Background: an optimization exercise with open tools, aiming at small area. Do not read the settings as production practice.
The RTL was checked by simulation tests, not by an equivalence proof against the original design.
Power figures rest on the tool's default switching activity, not on a simulated workload. No driver is modelled on the clock port, so clocking that relies on it looks cheaper here than on a real chip.

==> design.v <==
module fifo (
    input         clk,
    input         clear,
    input         push,
    input  [15:0] din,
    input         pop,
    output [5:0]  used,
    output [15:0] head
);
    reg [16*63-1:0] mem;
    reg [5:0] count;
    assign used = count;
    wire push_n = ~push;
    wire [16*63-1:0] mem_nxt;
    wire [16*64-1:0] mem_in = {mem, din};
    genvar gi;
    generate
        for (gi = 0; gi < 16*63; gi = gi + 1)
        begin : keep
            hold2 h (.q(mem[gi]), .d(mem_in[gi]), .ld(push), .ld_n(push_n), .y(mem_nxt[gi]));
        end
    endgenerate
    always @(posedge clk)
        mem <= mem_nxt;
    always @(posedge clk)
    begin
        if (clear)
            count <= 0;
        else if (push && !pop)
            count <= count + 1'b1;
        else if (pop && !push)
            count <= count - 1'b1;
    end
    wire [7:0] dlo = 8'd1 << count[2:0];
    wire [7:0] dhi = 8'd1 << count[5:3];
    wire [63:0] sel;
    generate for (gi = 0; gi < 64; gi = gi + 1) begin : s
        assign sel[gi] = dhi[gi / 8] & dlo[gi % 8];
    end endgenerate
    wire [15:0] t [0:20];
    generate for (gi = 0; gi < 21; gi = gi + 1) begin : grp
        aoi222 g (.a(mem[16*(3*gi) +: 16]), .sa(sel[3*gi+1]), .b(mem[16*(3*gi+1) +: 16]), .sb(sel[3*gi+2]), .c(mem[16*(3*gi+2) +: 16]), .sc(sel[3*gi+3]), .y(t[gi]));
    end endgenerate
    wire [15:0] u [0:6];
    generate for (gi = 0; gi < 7; gi = gi + 1) begin : grp2
        assign u[gi] = ~(t[3*gi] & t[3*gi+1] & t[3*gi+2]);
    end endgenerate
    assign head = u[0] | u[1] | u[2] | u[3] | u[4] | u[5] | u[6];
endmodule
module aoi222 (input [15:0] a, input sa, input [15:0] b, input sb, input [15:0] c, input sc, output [15:0] y);
    assign y = ~((a & {16{sa}}) | (b & {16{sb}}) | (c & {16{sc}}));
endmodule
module hold2 (
    input  q,
    input  d,
    input  ld,
    input  ld_n,
    output y
);
    assign y = (q & ld_n) | (d & ld);
endmodule
module holdw #(
    parameter W = 32
) (
    input  [W-1:0] q,
    input  [W-1:0] d,
    input          ld,
    input          ld_n,
    output [W-1:0] y
);
    genvar i;
    generate
        for (i = 0; i < W; i = i + 1)
        begin : bit_
            hold2 h (.q(q[i]), .d(d[i]), .ld(ld), .ld_n(ld_n), .y(y[i]));
        end
    endgenerate
endmodule
module eq32 (
    input  [31:0] a,
    input  [31:0] b,
    output        y
);
    assign y = (a == b);
endmodule
module rinc #(
    parameter W = 32
) (
    input  [W-1:0] a,
    output [W-1:0] y
);
    wire [W:0] c;
    assign c[0] = 1'b1;
    genvar i;
    generate
        for (i = 0; i < W; i = i + 1)
        begin : bit_
            assign y[i] = a[i] ^ c[i];
            assign c[i + 1] = a[i] & c[i];
        end
    endgenerate
endmodule
module esdi_interface (
    input         clk,
    input         resetn,
    input         s_awvalid,
    output        s_awready,
    input  [6:0]  s_awaddr,
    input         s_wvalid,
    output        s_wready,
    input  [31:0] s_wdata,
    output        s_bvalid,
    input         s_bready,
    output [1:0]  s_bresp,
    input         s_arvalid,
    output        s_arready,
    input  [6:0]  s_araddr,
    output        s_rvalid,
    input         s_rready,
    output [31:0] s_rdata,
    output [1:0]  s_rresp,
    output        parallel_tvalid,
    input         parallel_tready,
    output [7:0]  parallel_tdata,
    output        parallel_tlast,
    output        esdi_transfer_req,
    output        esdi_command_data,
    input         esdi_transfer_ack,
    input         esdi_confstat_data,
    input         esdi_index,
    input         esdi_sector,
    output        esdi_read_gate,
    input         esdi_read_clock,
    input         esdi_read_data,
    input         esdi_attention,
    input         esdi_ready,
    input         esdi_command_complete,
    input         esdi_drive_selected,
    output [3:0]  esdi_head_select,
    output [2:0]  esdi_drive_select,
    output        esdi_address_mark_enable
);
    reg        aw_full;
    reg        w_full;
    reg        w_sent;       
    reg        b_pend;       
    reg  [4:0] wa;           
    reg [31:0] wd;
    reg        ar_full;
    reg        r_pend;       
    reg  [4:0] ra;           
    reg [31:0] rd;
    wire w_unm = wa[4] & wa[3];
    wire r_unm = ra[4] & ra[3];
    wire w_both = aw_full & w_full;
    wire w_commit = w_sent & ~b_pend;
    wire r_cap = ar_full & ~r_pend & ~r_unm;
    assign s_awready = ~aw_full;
    assign s_wready = ~w_full;
    assign s_arready = ~ar_full;
    assign s_bvalid = w_unm ? w_both : b_pend;
    assign s_bresp = {2{w_unm}};
    assign s_rvalid = r_unm ? ar_full : r_pend;
    assign s_rresp = {2{r_unm}};
    assign s_rdata = rd;
    wire b_done = s_bvalid & s_bready;
    wire r_done = s_rvalid & s_rready;
    always @(posedge clk)
    begin
        if (!resetn)
        begin
            aw_full <= 0;
            w_full <= 0;
            w_sent <= 0;
            b_pend <= 0;
            ar_full <= 0;
            r_pend <= 0;
        end
        else
        begin
            if (s_awvalid && !aw_full)
                aw_full <= 1;
            if (s_wvalid && !w_full)
                w_full <= 1;
            if (w_both && !w_unm && !w_sent)
                w_sent <= 1;
            if (w_commit)
                b_pend <= 1;
            if (b_done)
            begin
                aw_full <= 0;
                w_full <= 0;
                w_sent <= 0;
                b_pend <= 0;
            end
            if (s_arvalid && !ar_full)
                ar_full <= 1;
            if (r_cap)
                r_pend <= 1;
            if (r_done)
            begin
                ar_full <= 0;
                r_pend <= 0;
            end
        end
    end
    wire wc_cmd = w_commit & (wa[4:3] == 2'd0);
    wire wc_st  = w_commit & (wa[4:3] == 2'd1);
    wire wc_rp  = w_commit & (wa[4:3] == 2'd2);
    wire [2:0] widx = wa[2:0];
    wire [31:0] wdr = wd & {32{resetn}};
    localparam DATA_SETUP = 6;
    localparam ACK_TO_NREQ = 6;
    localparam BIT_TIMEOUT = 1000000;
    reg  [2:0] c_state;
    reg        c_reading;
    reg  [4:0] c_bits;
    reg [19:0] c_cycles;
    reg [16:0] c_sr;             
    reg        c_par;            
    reg        c_query;
    reg        c_req;            
    reg        c_cmd;            
    reg        bdo_valid;
    reg [16:0] bdo;
    reg        bdi_valid;
    reg [17:0] bdi;
    reg  [2:0] drive_sel;
    reg  [3:0] head_sel;
    reg  [2:0] ack_s;
    reg  [2:0] csd_s;
    reg  [2:0] cc_s;
    reg  [2:0] att_s;
    reg  [2:0] rdy_s;
    reg  [2:0] dsl_s;
    assign esdi_transfer_req = c_req;
    assign esdi_command_data = c_cmd;
    assign esdi_drive_select = drive_sel;
    assign esdi_head_select = head_sel;
    wire [19:0] c_cycles_inc;
    rinc #(20) inc_c_cycles (.a(c_cycles), .y(c_cycles_inc));
    wire c_cyc0 = (c_cycles == 20'd0);
    wire c_cyc6 = (c_cycles == 20'd6);
    wire c_tmo  = (c_cycles == BIT_TIMEOUT);
    wire rc_bdi = r_cap & (ra == 5'd1);     
    always @(posedge clk)
    begin
        ack_s <= {esdi_transfer_ack, ack_s[2:1]};
        csd_s <= {esdi_confstat_data, csd_s[2:1]};
    end
    always @(posedge clk)
    begin
        if (!resetn)
        begin
            c_req <= 0;
            c_cmd <= 0;
            c_state <= 0;
            bdo_valid <= 0;
            bdi_valid <= 0;
            bdi <= 0;
            cc_s <= 0;
            att_s <= 0;
            rdy_s <= 0;
            dsl_s <= 0;
        end
        else
        begin
            cc_s <= {esdi_command_complete, cc_s[2:1]};
            att_s <= {esdi_attention, att_s[2:1]};
            rdy_s <= {esdi_ready, rdy_s[2:1]};
            dsl_s <= {esdi_drive_selected, dsl_s[2:1]};
            case (c_state)
            3'd0:
            begin
                if (bdo_valid)
                begin
                    bdo_valid <= 0;
                    c_state <= 1;
                end
                c_req <= 0;
                c_cmd <= 0;
            end
            3'd1:
            begin
                if (c_cyc0)
                begin
                    if (!c_reading)
                        c_cmd <= (c_bits == 16) ? c_par : c_sr[16];
                end
                else if (c_cyc6)
                begin
                    c_req <= 1;
                    c_state <= 2;
                end
            end
            3'd2:
            begin
                if (!ack_s[0])
                    c_state <= 3;
                else if (c_tmo)
                begin
                    c_state <= 0;
                    if (c_query)
                    begin
                        bdi_valid <= 1;
                        bdi <= {1'b1, 17'h0};
                    end
                end
            end
            3'd3:
            begin
                if (c_cyc6)
                begin
                    c_req <= 0;
                    c_state <= 4;
                end
            end
            default:
            begin
                if (ack_s[0])
                begin
                    if (c_bits == 17)
                    begin
                        if (c_query && !c_reading)
                            c_state <= 1;
                        else
                            c_state <= 0;
                        if (c_query && c_reading)
                        begin
                            bdi_valid <= 1;
                            bdi <= {1'b0, c_par, c_sr[16:1]};
                        end
                    end
                    else
                        c_state <= 1;
                end
                else if (c_tmo)
                begin
                    c_state <= 0;
                    if (c_query)
                    begin
                        bdi_valid <= 1;
                        bdi <= {1'b1, 17'h0};
                    end
                end
            end
            endcase
            if (wc_cmd)
            begin
                case (widx)
                    3'd1: bdo_valid <= 1;
                    default: ;
                endcase
            end
            if (rc_bdi)
                bdi_valid <= 0;
        end
    end
    always @(posedge clk)
    begin
    end
    always @(posedge clk)
    begin
        c_cycles <= c_cycles_inc;
        case (c_state)
        3'd0:
        begin
            if (bdo_valid)
            begin
                c_sr <= {bdo[15:0], 1'b0};
                c_par <= 1;
                c_query <= bdo[16];
                c_reading <= 0;
                c_bits <= 0;
                c_cycles <= 0;
            end
        end
        3'd1:
        begin
            if (c_cyc0)
            begin
                if (!c_reading)
                begin
                    c_sr <= {c_sr[15:0], 1'b0};
                    c_par <= c_par ^ c_sr[16];
                end
                c_bits <= c_bits + 1'b1;
            end
            else if (c_cyc6)
                c_cycles <= 0;
        end
        3'd2:
        begin
            if (!ack_s[0])
            begin
                c_cycles <= 0;
                if (c_reading)
                begin
                    c_sr <= {c_sr[15:0], !csd_s[0]};
                    c_par <= c_par ^ !csd_s[0];
                end
            end
        end
        3'd3:
        begin
            if (c_cyc6)
                c_cycles <= 0;
        end
        default:
        begin
            if (ack_s[0])
            begin
                if (c_bits == 17)
                begin
                    if (c_query && !c_reading)
                    begin
                        c_reading <= 1;
                        c_bits <= 0;
                        c_cycles <= 0;
                        c_par <= 1;
                    end
                end
                else
                    c_cycles <= 0;
            end
        end
        endcase
    end
    reg  [4:0] idx_sh;
    reg  [4:0] sec_sh;
    reg [31:0] st_ctrl;
    reg [31:0] addr_assert;
    reg [31:0] addr_deassert;
    reg [31:0] data_assert;
    reg [31:0] data_deassert;
    reg [31:0] st_cycles;
    reg [15:0] sector_cnt;
    reg [31:0] ame_countdown_n;      
    reg        sector_reached;
    reg [15:0] max_sector_seen;
    reg        task_wr_valid;
    reg [15:0] task_wr_data;
    reg        cur_task_valid;
    reg [15:0] cur_task;
    reg        read_gate;
    reg        ame;
    assign esdi_read_gate = read_gate;
    assign esdi_address_mark_enable = ame;
    wire st_en     = st_ctrl[0];
    wire st_srst   = st_ctrl[1];
    wire st_raa    = st_ctrl[2];
    wire st_rda    = st_ctrl[3];
    wire st_notask = st_ctrl[4];
    wire st_soft   = st_ctrl[5];
    wire f_index  = (idx_sh[1] & idx_sh[2]) | (idx_sh[1] & idx_sh[3]) | (idx_sh[2] & idx_sh[3]);
    wire f_sector = (sec_sh[1] & sec_sh[2]) | (sec_sh[1] & sec_sh[3]) | (sec_sh[2] & sec_sh[3]);
    wire ev_index  = idx_sh[0] & ~f_index;
    wire ev_sector = sec_sh[0] & ~f_sector;
    wire [15:0] next_sector;
    rinc #(16) inc_sector (.a(sector_cnt), .y(next_sector));
    wire [31:0] st_cycles_inc;
    rinc #(32) inc_st_cycles (.a(st_cycles), .y(st_cycles_inc));
    wire [31:0] ame_countdown_n_inc;
    rinc #(32) inc_ame (.a(ame_countdown_n), .y(ame_countdown_n_inc));
    wire ame_zero = &ame_countdown_n;
    wire go = st_notask | sector_reached;
    wire eq_aa, eq_ad, eq_da, eq_dd;
    eq32 cmp_aa (.a(st_cycles), .b(addr_assert), .y(eq_aa));
    eq32 cmp_ad (.a(st_cycles), .b(addr_deassert), .y(eq_ad));
    eq32 cmp_da (.a(st_cycles), .b(data_assert), .y(eq_da));
    eq32 cmp_dd (.a(st_cycles), .b(data_deassert), .y(eq_dd));
    wire  [5:0] tasks_used;
    wire        task_full = &tasks_used;
    wire        task_push = task_wr_valid & ~task_full;
    wire        task_pop  = st_en & ~cur_task_valid & (tasks_used != 6'd0);
    wire [15:0] task_head;
    fifo tasking_fifo (
        .clk    (clk),
        .clear  (!resetn || st_srst),
        .push   (task_push),
        .din    (task_wr_data),
        .pop    (task_pop),
        .used   (tasks_used),
        .head   (task_head)
    );
    always @(posedge clk)
    begin
        if (!resetn)
        begin
            idx_sh <= 5'b11111;
            sec_sh <= 5'b11111;
            read_gate <= 0;
            ame <= 0;
            st_cycles <= 0;
            sector_cnt <= 0;
            task_wr_valid <= 0;
            cur_task_valid <= 0;
        end
        else
        begin
            idx_sh <= {esdi_index, idx_sh[4:2], f_index};
            sec_sh <= {esdi_sector, sec_sh[4:2], f_sector};
            if (!task_full)
                task_wr_valid <= 0;
            if (st_en)
            begin
                if (st_soft && ame_zero)
                    ame <= 1;
                if (task_pop)
                    cur_task_valid <= 1;
                st_cycles <= st_cycles_inc;
                if (ev_index)
                begin
                    st_cycles <= 0;
                    if (!st_soft)
                    begin
                        sector_cnt <= 0;
                        if (cur_task_valid && (cur_task == 0))
                            cur_task_valid <= 0;
                    end
                    else
                        sector_cnt <= 16'hffff;
                end
                if (ev_sector)
                begin
                    st_cycles <= 0;
                    sector_cnt <= next_sector;
                    if (cur_task_valid && (cur_task == next_sector))
                        cur_task_valid <= 0;
                    ame <= 0;
                end
                if (eq_aa && st_raa && go)
                    read_gate <= 1;
                if (eq_ad)
                    read_gate <= 0;
                if (eq_da && st_rda && go)
                    read_gate <= 1;
                if (eq_dd)
                    read_gate <= 0;
            end
            else
            begin
                read_gate <= 0;
                ame <= 0;
            end
            if (st_srst)
            begin
                task_wr_valid <= 0;
                cur_task_valid <= 0;
            end
            if (wc_st)
            begin
                case (widx)
                    3'd6: task_wr_valid <= 1;
                    default: ;
                endcase
            end
        end
    end
    always @(posedge clk)
    begin
        if (st_en)
        begin
            if (!ame_zero)
                ame_countdown_n <= ame_countdown_n_inc;
            if (ev_index && !st_soft)
                sector_reached <= cur_task_valid && (cur_task == 0);
            if (ev_sector)
            begin
                ame_countdown_n <= ~data_deassert;
                sector_reached <= cur_task_valid && (cur_task == next_sector);
            end
        end
        else
        begin
            ame_countdown_n <= 32'hffffffff;
            sector_reached <= 0;
        end
    end
    reg  [2:0] rdat_s;
    reg  [2:0] rclk_s;
    reg [31:0] rp_ctrl;
    reg  [7:0] clocks_per_bit;
    reg  [2:0] bit_cnt;
    reg        int_clk;
    reg  [7:0] int_cnt;
    reg        new_bit;
    reg        new_bit_valid;
    reg  [7:0] data_in;
    reg [10:0] byte_cnt;
    reg        new_byte_valid;
    reg        new_byte_is_last;
    reg        pend_valid;
    reg        pend_last;
    reg  [7:0] pend_data;
    reg        t_valid;
    reg  [7:0] t_data;
    reg        t_last;
    reg        overflow;
    assign parallel_tvalid = t_valid;
    assign parallel_tdata = t_data;
    assign parallel_tlast = t_last;
    wire rp_en     = rp_ctrl[0];
    wire rp_nogate = rp_ctrl[2];
    wire rp_intclk = rp_ctrl[3];
    wire sample_pulse = rp_intclk ? int_clk : (!rclk_s[0] && rclk_s[1]);
    wire [7:0] int_cnt_inc;
    rinc #(8) inc_int_cnt (.a(int_cnt), .y(int_cnt_inc));
    wire [10:0] byte_cnt_inc;
    rinc #(11) inc_byte_cnt (.a(byte_cnt), .y(byte_cnt_inc));
    wire int_wrap = (clocks_per_bit != 8'd0) && (int_cnt_inc == clocks_per_bit);
    wire take_bit = sample_pulse && (read_gate || rp_nogate);
    wire flush = !read_gate && !rp_nogate && !new_bit_valid;
    wire send = pend_valid && (new_byte_valid || pend_last);
    always @(posedge clk)
    begin
        rdat_s <= {esdi_read_data, rdat_s[2:1]};
        rclk_s <= {esdi_read_clock, rclk_s[2:1]};
        int_clk <= rp_en && int_wrap;
        new_bit_valid <= rp_en && take_bit;
        if (take_bit)
            new_bit <= rdat_s[0];
        new_byte_valid <= rp_en && ((new_bit_valid && (&bit_cnt)) || (flush && bit_cnt != 0));
        new_byte_is_last <= !new_bit_valid;
        if (rp_en && send)
            t_last <= (&byte_cnt) || pend_last;
    end
    always @(posedge clk)
    begin
        if (!resetn)
        begin
            bit_cnt <= 0;
            int_cnt <= 0;
            data_in <= 0;
            byte_cnt <= 0;
            pend_valid <= 0;
            pend_last <= 0;
            t_valid <= 0;
            overflow <= 0;
        end
        else
        begin
            if (parallel_tready)
                t_valid <= 0;
            if (rp_en)
            begin
                if (int_wrap)
                    int_cnt <= 0;
                else
                    int_cnt <= int_cnt_inc;
                if (new_bit_valid)
                begin
                    data_in <= {data_in[6:0], new_bit};
                    bit_cnt <= bit_cnt + 1'b1;
                end
                if (send)
                begin
                    pend_valid <= 0;
                    t_valid <= 1;
                    if (t_valid && !parallel_tready)
                        overflow <= 1;
                    if ((&byte_cnt) || pend_last)
                        byte_cnt <= 0;
                    else
                        byte_cnt <= byte_cnt_inc;
                end
                if (new_byte_valid)
                begin
                    pend_valid <= 1;
                    pend_last <= new_byte_is_last;
                end
                if (flush)
                begin
                    if (bit_cnt != 0)
                        bit_cnt <= 0;
                    else
                        pend_last <= 1;
                end
            end
            if (wc_rp)
            begin
                case (widx)
                    3'd2: overflow <= wd[0];
                    default: ;
                endcase
            end
        end
    end
    reg [31:0] rsel_cmd;
    reg [31:0] rsel_st;
    reg [31:0] rsel_rp;
    always @(*)
    begin
        case (ra[2:0])
            3'd0: rsel_cmd = {30'h0, bdi_valid, bdo_valid};
            3'd1: rsel_cmd = {14'h0, bdi};
            3'd2: rsel_cmd = {29'h0, drive_sel};
            3'd3: rsel_cmd = {28'h0, head_sel};
            default: rsel_cmd = {28'h0, dsl_s[0], cc_s[0], att_s[0], rdy_s[0]};
        endcase
        case (ra[2:0])
            3'd0: rsel_st = st_ctrl;
            3'd1: rsel_st = {30'h0, cur_task_valid, task_wr_valid};
            3'd2: rsel_st = addr_assert;
            3'd3: rsel_st = addr_deassert;
            3'd4: rsel_st = data_assert;
            3'd5: rsel_st = data_deassert;
            3'd6: rsel_st = {26'h0, tasks_used};
            default: rsel_st = {16'h0, max_sector_seen};
        endcase
        if (ra[1])
            rsel_rp = {31'h0, overflow};
        else if (ra[0])
            rsel_rp = {24'h0, clocks_per_bit};
        else
            rsel_rp = rp_ctrl;
    end
    wire r_acc = s_arvalid & ~ar_full;
    wire rs_cmd = r_cap & (ra[4:3] == 2'd0);
    wire rs_st  = r_cap & (ra[4:3] == 2'd1);
    wire rs_rp  = r_cap & (ra[4:3] == 2'd2);
    wire [4:0] wa_nxt;
    wire wa_ld = s_awvalid && !aw_full;
    holdw #(5) wa_hold (.q(wa), .d(s_awaddr[6:2]), .ld(wa_ld), .ld_n(!wa_ld), .y(wa_nxt));
    always @(posedge clk)
        wa <= wa_nxt;
    wire [31:0] wd_nxt;
    wire wd_ld = s_wvalid && !w_full;
    holdw #(32) wd_hold (.q(wd), .d(s_wdata), .ld(wd_ld), .ld_n(!wd_ld), .y(wd_nxt));
    always @(posedge clk)
        wd <= wd_nxt;
    wire [4:0] ra_nxt;
    wire ra_ld = s_arvalid && !ar_full;
    holdw #(5) ra_hold (.q(ra), .d(s_araddr[6:2]), .ld(ra_ld), .ld_n(!ra_ld), .y(ra_nxt));
    always @(posedge clk)
        ra <= ra_nxt;
    wire [16:0] bdo_nxt;
    wire bdo_ld = wc_cmd && widx == 3'd1;
    holdw #(17) bdo_hold (.q(bdo), .d(wd[16:0]), .ld(bdo_ld), .ld_n(!bdo_ld), .y(bdo_nxt));
    always @(posedge clk)
        bdo <= bdo_nxt;
    wire [2:0] drive_sel_nxt;
    wire drive_sel_ld = !resetn || (wc_cmd && widx == 3'd2);
    holdw #(3) drive_sel_hold (.q(drive_sel), .d(wdr[2:0]), .ld(drive_sel_ld), .ld_n(!drive_sel_ld), .y(drive_sel_nxt));
    always @(posedge clk)
        drive_sel <= drive_sel_nxt;
    wire [3:0] head_sel_nxt;
    wire head_sel_ld = !resetn || (wc_cmd && widx == 3'd3);
    holdw #(4) head_sel_hold (.q(head_sel), .d(wdr[3:0]), .ld(head_sel_ld), .ld_n(!head_sel_ld), .y(head_sel_nxt));
    always @(posedge clk)
        head_sel <= head_sel_nxt;
    wire [15:0] cur_task_nxt;
    wire cur_task_ld = !cur_task_valid;
    holdw #(16) cur_task_hold (.q(cur_task), .d(task_head), .ld(cur_task_ld), .ld_n(!cur_task_ld), .y(cur_task_nxt));
    always @(posedge clk)
        cur_task <= cur_task_nxt;
    wire [15:0] task_wr_data_nxt;
    wire task_wr_data_ld = wc_st && widx == 3'd6;
    holdw #(16) task_wr_data_hold (.q(task_wr_data), .d(wd[15:0]), .ld(task_wr_data_ld), .ld_n(!task_wr_data_ld), .y(task_wr_data_nxt));
    always @(posedge clk)
        task_wr_data <= task_wr_data_nxt;
    wire [31:0] st_ctrl_nxt;
    wire st_ctrl_ld = !resetn || (wc_st && widx == 3'd0);
    holdw #(32) st_ctrl_hold (.q(st_ctrl), .d(wdr), .ld(st_ctrl_ld), .ld_n(!st_ctrl_ld), .y(st_ctrl_nxt));
    always @(posedge clk)
        st_ctrl <= st_ctrl_nxt;
    wire [31:0] addr_assert_nxt;
    wire addr_assert_ld = !resetn || (wc_st && widx == 3'd2);
    holdw #(32) addr_assert_hold (.q(addr_assert), .d(wdr), .ld(addr_assert_ld), .ld_n(!addr_assert_ld), .y(addr_assert_nxt));
    always @(posedge clk)
        addr_assert <= addr_assert_nxt;
    wire [31:0] addr_deassert_nxt;
    wire addr_deassert_ld = !resetn || (wc_st && widx == 3'd3);
    holdw #(32) addr_deassert_hold (.q(addr_deassert), .d(wdr), .ld(addr_deassert_ld), .ld_n(!addr_deassert_ld), .y(addr_deassert_nxt));
    always @(posedge clk)
        addr_deassert <= addr_deassert_nxt;
    wire [31:0] data_assert_nxt;
    wire data_assert_ld = !resetn || (wc_st && widx == 3'd4);
    holdw #(32) data_assert_hold (.q(data_assert), .d(wdr), .ld(data_assert_ld), .ld_n(!data_assert_ld), .y(data_assert_nxt));
    always @(posedge clk)
        data_assert <= data_assert_nxt;
    wire [31:0] data_deassert_nxt;
    wire data_deassert_ld = !resetn || (wc_st && widx == 3'd5);
    holdw #(32) data_deassert_hold (.q(data_deassert), .d(wdr), .ld(data_deassert_ld), .ld_n(!data_deassert_ld), .y(data_deassert_nxt));
    always @(posedge clk)
        data_deassert <= data_deassert_nxt;
    wire [15:0] max_sector_seen_nxt;
    wire max_sector_seen_ld = !resetn || (st_en && ev_index);
    holdw #(16) max_sector_seen_hold (.q(max_sector_seen), .d(sector_cnt | {16{!resetn}}), .ld(max_sector_seen_ld), .ld_n(!max_sector_seen_ld), .y(max_sector_seen_nxt));
    always @(posedge clk)
        max_sector_seen <= max_sector_seen_nxt;
    wire [7:0] t_data_nxt;
    wire t_data_ld = rp_en && send;
    holdw #(8) t_data_hold (.q(t_data), .d(pend_data), .ld(t_data_ld), .ld_n(!t_data_ld), .y(t_data_nxt));
    always @(posedge clk)
        t_data <= t_data_nxt;
    wire [7:0] pend_data_nxt;
    wire pend_data_ld = rp_en && new_byte_valid;
    holdw #(8) pend_data_hold (.q(pend_data), .d(data_in), .ld(pend_data_ld), .ld_n(!pend_data_ld), .y(pend_data_nxt));
    always @(posedge clk)
        pend_data <= pend_data_nxt;
    wire [31:0] rp_ctrl_nxt;
    wire rp_ctrl_ld = !resetn || (wc_rp && widx == 3'd0);
    holdw #(32) rp_ctrl_hold (.q(rp_ctrl), .d({wdr[31:2], wd[1] | !resetn, wdr[0]}), .ld(rp_ctrl_ld), .ld_n(!rp_ctrl_ld), .y(rp_ctrl_nxt));
    always @(posedge clk)
        rp_ctrl <= rp_ctrl_nxt;
    wire [7:0] clocks_per_bit_nxt;
    wire clocks_per_bit_ld = !resetn || (wc_rp && widx == 3'd1);
    holdw #(8) clocks_per_bit_hold (.q(clocks_per_bit), .d({wdr[7:3], wd[2] | !resetn, wdr[1:0]}), .ld(clocks_per_bit_ld), .ld_n(!clocks_per_bit_ld), .y(clocks_per_bit_nxt));
    always @(posedge clk)
        clocks_per_bit <= clocks_per_bit_nxt;
    wire [31:0] rd_nxt;
    wire rd_ld = r_acc || r_cap;
    holdw #(32) rd_hold (.q(rd), .d(({32{rs_cmd}} & rsel_cmd) | ({32{rs_st}} & rsel_st) | ({32{rs_rp}} & rsel_rp)), .ld(rd_ld), .ld_n(!rd_ld), .y(rd_nxt));
    always @(posedge clk)
        rd <= rd_nxt;
endmodule
==> flow/run.sh <==
#!/bin/bash
# Layout flow: the standard layout (standard.sh, ORFS) with two changes:
#  - the port buffers are the smallest buffer cell (buf_1) instead of the
#    one ORFS picks; every input and output port still gets its own buffer;
#  - clock tree synthesis clusters up to 30 flip-flops within 90 um per
#    leaf buffer and inserts no dummy loads.
# Each ORFS step writes its own log under orfs/logs/; the output of make and
# of the final DEF export goes to flow_make.log.
set -euo pipefail
cd "$(dirname "$0")/.."
export BUFFER_PORTS_ARGS="-buffer_cell sky130_fd_sc_hd__buf_1"
export CTS_ARGS="-sink_clustering_enable -repair_clock_nets -dont_use_dummy_load -sink_clustering_size 30 -sink_clustering_max_diameter 90"
bash standard.sh > flow_make.log 2>&1
test -s out/final.def
==> standard.sh <==
#!/bin/bash
# synth_recipe.tcl (not shown) runs the flow's synth.tcl, then flattens the netlist and writes it again
# the make line also repeats each setting of config.mk as NAME=value (left out here)
make -C /OpenROAD-flow-scripts/flow DESIGN_CONFIG=/design/flow/config.mk WORK_HOME=/design/flow/orfs CLKGATE_MAP_FILE= SYNTH_SCRIPT=/design/flow/synth_recipe.tcl "${@:-finish}"
==> config.mk <==
export PLATFORM = sky130hd
export DESIGN_NAME = esdi_interface
export DESIGN_NICKNAME = esdi_interface
export VERILOG_FILES = /design/flow/design.v
export SDC_FILE = /design/flow/constraint.sdc
export NUM_CORES = 4
export LEC_CHECK = 0
export CAP_MARGIN = 20
export CORE_MARGIN = 2
export CORE_UTILIZATION = 60
export PLACE_DENSITY = 0.75
export SLEW_MARGIN = 20
export SYNTH_HIERARCHICAL = 1
export SYNTH_MINIMUM_KEEP_SIZE = 0
==> constraint.sdc <==
create_clock -name core_clock -period 8.0 [get_ports {clk}]
set_input_delay 1.6000 -clock core_clock [delete_from_list [all_inputs] [get_ports {clk}]]
set_output_delay 1.6000 -clock core_clock [all_outputs]
set_load 0.01 [all_outputs]
==> notes.md <==
==> Yosys stat by module (local to each module, per instance), a selection <==
module / copies in the design / flops+latches
fifo: 1 / 1014
eq32: 4 / 0
esdi_interface: 1 / 597
hold2: 1370 / 0
aoi222: 21 / 0
==> cells by family (layout without fill, tap and decap cells) <==
| family | count (synthesis) | after routing |
|---|---|---|
| compound gates | 2017 | 2017 |
| flops | 1611 | 1611 |
| simple gates | 797 | 797 |
| buf+inv | 221 | 326 |
| xor+xnor | 163 | 163 |
| fa+ha+maj | 121 | 121 |
| mux | 114 | 114 |
==> cell usage after synthesis, types with 44 or more instances <==
cell type	count	area (µm²)
a222oi_1	336	3360
nand3_1	44	220
a21oi_1	76	380
nand4_1	88	551
a22o_1	1401	12300
buf_6	46	518
clkbuf_1	66	248
nand2_1	199	747
inv_1	49	184
mux2i_1	69	691
xor2_1	148	1300
nor2_1	211	792
dfxtp_1	1584	31700
nor4_1	58	363
ha_1	118	1480
and2_1	70	438
==> power breakdown <==
| part | internal (W) | switching, W | total (W) |
|---|---|---|---|
| Combinational | 0.000585 | 0.000722 | 0.00131 |
| Sequential | 0.00829 | 0.000262 | 0.00855 |
| Clock | 0.00135 | 0.00237 | 0.00372 |
==> sequential cells by signal (all words and copies together), names as in the netlist, 11 cells and up <==
register	cells
bdo	17
task_wr_data	16
sector_cnt	16
data_assert	32
byte_cnt	11
bdi	18
cur_task	16
st_cycles	32
c_cycles	20
addr_assert	32
data_deassert	32
rd	32
rp_ctrl	32
st_ctrl	32
ame_countdown_n	32
c_sr	17
max_sector_seen	16
addr_deassert	32
tasking_fifo.mem	1008
wd	32
==> final timing paths <==
check / start / to / slack (ns) / cells past startpoint
setup / recovery: ame_countdown_n[0]$_SDFFE_PN1P_ / ame_countdown_n[31]$_SDFFE_PN1P_ / 1.54 / 33
hold / removal: csd_s[2]$_DFF_P_ / csd_s[1]$_DFF_P_ / 0.33 / 0
setup reg to reg: ame_countdown_n[0]$_SDFFE_PN1P_ / ame_countdown_n[31]$_SDFFE_PN1P_ / 1.54 / 33
hold reg to reg: csd_s[2]$_DFF_P_ / csd_s[1]$_DFF_P_ / 0.33 / 0
==> per-stage QoR <==
| stage | total power (W) | utilization |
|---|---|---|
| 2_1_floorplan | 0.00958 | - |
| 3_3_place_gp | 0.00995 | 0.625 |
| 3_5_place_dp | 0.0100 | 0.625 |
| 4_1_cts | 0.0136 | 0.640 |
| 5_1_grt | 0.0141 | 0.641 |
| 6_report | 0.0136 | 0.641 |
==> critical path, delay by kind of cell, from the launching register on <==
kind / cells / cell delay, ns
AO/OA/AOI/OAI: 1 / 0.23
XOR/XNOR: 1 / 0.16
adder cells (fa/ha/maj): 30 / 5.49
flip-flops: 1 / 0.36
AND/OR/NAND/NOR: 1 / 0.08
==> per-layer routing <==
layer | up-vias | routed length [µm] | track usage | part of all wire
met5 | - | 12 | 0 | 0.000074
li1 | 20600 | - | - | -
met1 | 22500 | 73300 | 0.459 | 0.46
met3 | 254 | 13100 | 0.0413 | 0.081
met4 | 2 | 4680 | 0.0870 | 0.029
met2 | 1842 | 70000 | 0.445 | 0.43
==> layout make-up <==
type,instances,area [µm²],area share
Inverter,49,191,0.00304
Timing Repair Buffer,217,1280,0.0204
Clock buffer,60,1500,0.0238
Sequential cell,1611,32500,0.516
Tap cell,1287,1610,0.0256
Multi-Input combinational cell,3212,25900,0.411
==> summary.txt <==
Status
  • Status: timing/DRC/antenna clean

Route
  • Routed length per instance: 25.0 µm
  • Drt total wl: 161 mm
  • DRT Pass-1 Iters: 14
  • Iteration-0 DRC Markers: 7,259
  • Routed via count: approximately 45,000
  • Antenna Violating Nets Remaining: 0
  • DRC: 0
  • Vias/cell: 7.03

Critical path
  • Critical setup path kind: flop to flop
  • Critical Path AT: 7.00 ns
  • Max incr delay on CP: 0.36 ns
  • CP required: approximately 8.5 ns
  • Slowest-stage cell, CP: dfxtp_1
  • Max FO, Critical Path: 3
  • Worst Setup End Kind: flop
  • Most used cell, CP: ha_1
  • Startpoint types: flop

Final layout
  • Commonest non-fill, non-tap cell in the layout: dfxtp_1
  • Design area: ~63,000 µm²
  • P&R area growth vs syn: 5.88%
  • Final net count: 5,334
  • Filler Cell Count: 7,884
  • Antenna diodes: 0
  • Fraction of layout cells with a size suffix above 1: 0.0519
  • Final cell count without fillers: 6,436
  • Leading cell types in the layout, fill and taps excluded: dfxtp_1 (1,577), a22o_1 (1,401), a222oi_1 (336)

Clocking
  • Reg clk slew, reported paths: between 0.1 and 0.15 ns
  • Hold buffer count at CTS: 0
  • TritonCTS Buffers: 60
  • CTS tree: built
  • Post CTS Setup Buffer Count: 0
  • Clock sinks: 1,611
  • CTS Root Cell: clkbuf_16
  • Worst skew pair latency: 0.75 ns
  • CTS resizes: 0
  • CTS Buffer Depth: 3
  • Max H-tree Level: 2

Synthesis
  • Post-Synth XOR/XNOR Area: 0.0240
  • Synth Area in Compound Gates: 0.295
  • Ys async rst share: 0
  • Main combinational cell family by area after synthesis: compound AO/OA/AOI/OAI gates
  • Mux cell area share after synthesis: 0.0213
  • Seq cells post-synth: between 1,500 and 2,000
  • Synth cell types: 72
  • Most used DFF post-synth: dfxtp_1
  • Register area share after synthesis: 0.547
  • Cells after Synth: 5,044
  • Post-synthesis adder-cell area fraction: 0.0255
  • Post-synth EDFFs: 27
  • Yosys warns: 8
  • Post-synthesis simple-gate area fraction: 0.0669
  • Mapped Nets: 5,227
  • Netlist Area Pre-Place: 59,500 µm²
  • Synthesized area per cell: 11.8 µm²

Power and ir drop
  • Peak supply drop: 0.000185 V
  • Power per cell area: about 220 nW/µm²
  • Leak: between 20 and 25 nW

Global routing
  • Largest net degree at the start of global routing: 257
  • Vias in the first global route: 41,000
  • Initial antenna violation count: 1
  • Total GRT Usage: 0.302
  • First-pass GRT wire length: 246 mm
  • Grt ovf: 0

Die
  • Die area: about 100,000 µm²
  • I/O pin total: around 130
  • Initial Util: 0.605
  • Core ar.: 98,300 µm²
  • Core Rows: 115
  • Die width: 319 µm
  • Die height: between 300 and 400 µm

Flow run
  • Max-Cap Viols: 0

STA
  • Setup_tns: 0 ns
  • Worst hold slack: 0.329 ns
  • Final setup fails: 0
  • Crit path time final: around 6.5 ns
  • Slew Viols, Final: 0
  • Final period utilization: 0.808
  • RSZ-0062 raised after global routing: false
  • Final Hold Fails: 0
  • Slew @ Worst Pin: roughly 1.2 ns
  • Max-slew headroom: 0.212
  • Clk_skew: 0.0751 ns
  • Final WS setup: 1.54 ns
  • FMAX: 155 MHz

Hold path
  • Hold Crit Class: flop to flop

Placed design
  • Placement Cell Area: around 61,000 µm²
  • Setup WS pre-CTS: 1.58 ns
  • HPWL after DPL: 105 mm
  • Dpl cells: 6,374
  • IO Port Bufs: 121
  • GPL Wtd Cong: 0.958

[re-timing with driven ports]
In the flow no input, the clock included, has a driving cell. The finished layout below was timed again as built, in two steps.
Step 1: set_driving_cell puts a clkbuf_16 on clk and a buf_2 on each other input, an assumption about the parent block.
Step 2, shift: input delay + t, output delay - t, t = (earliest + latest rising clock arrival at the registers) / 2. This alone moves slack from input paths to output paths.
a / b / c = ideal ports / drivers / drivers and shift; a / b = the first two.
t (ns): 0.781
setup slack, ns: 1.538 / 1.538 / 1.538
worst setup path after step 2: register to register
After both steps this run still meets setup and hold. The setup slack of this run moves by 0.000 ns with the drivers and by 0.000 ns with both steps.
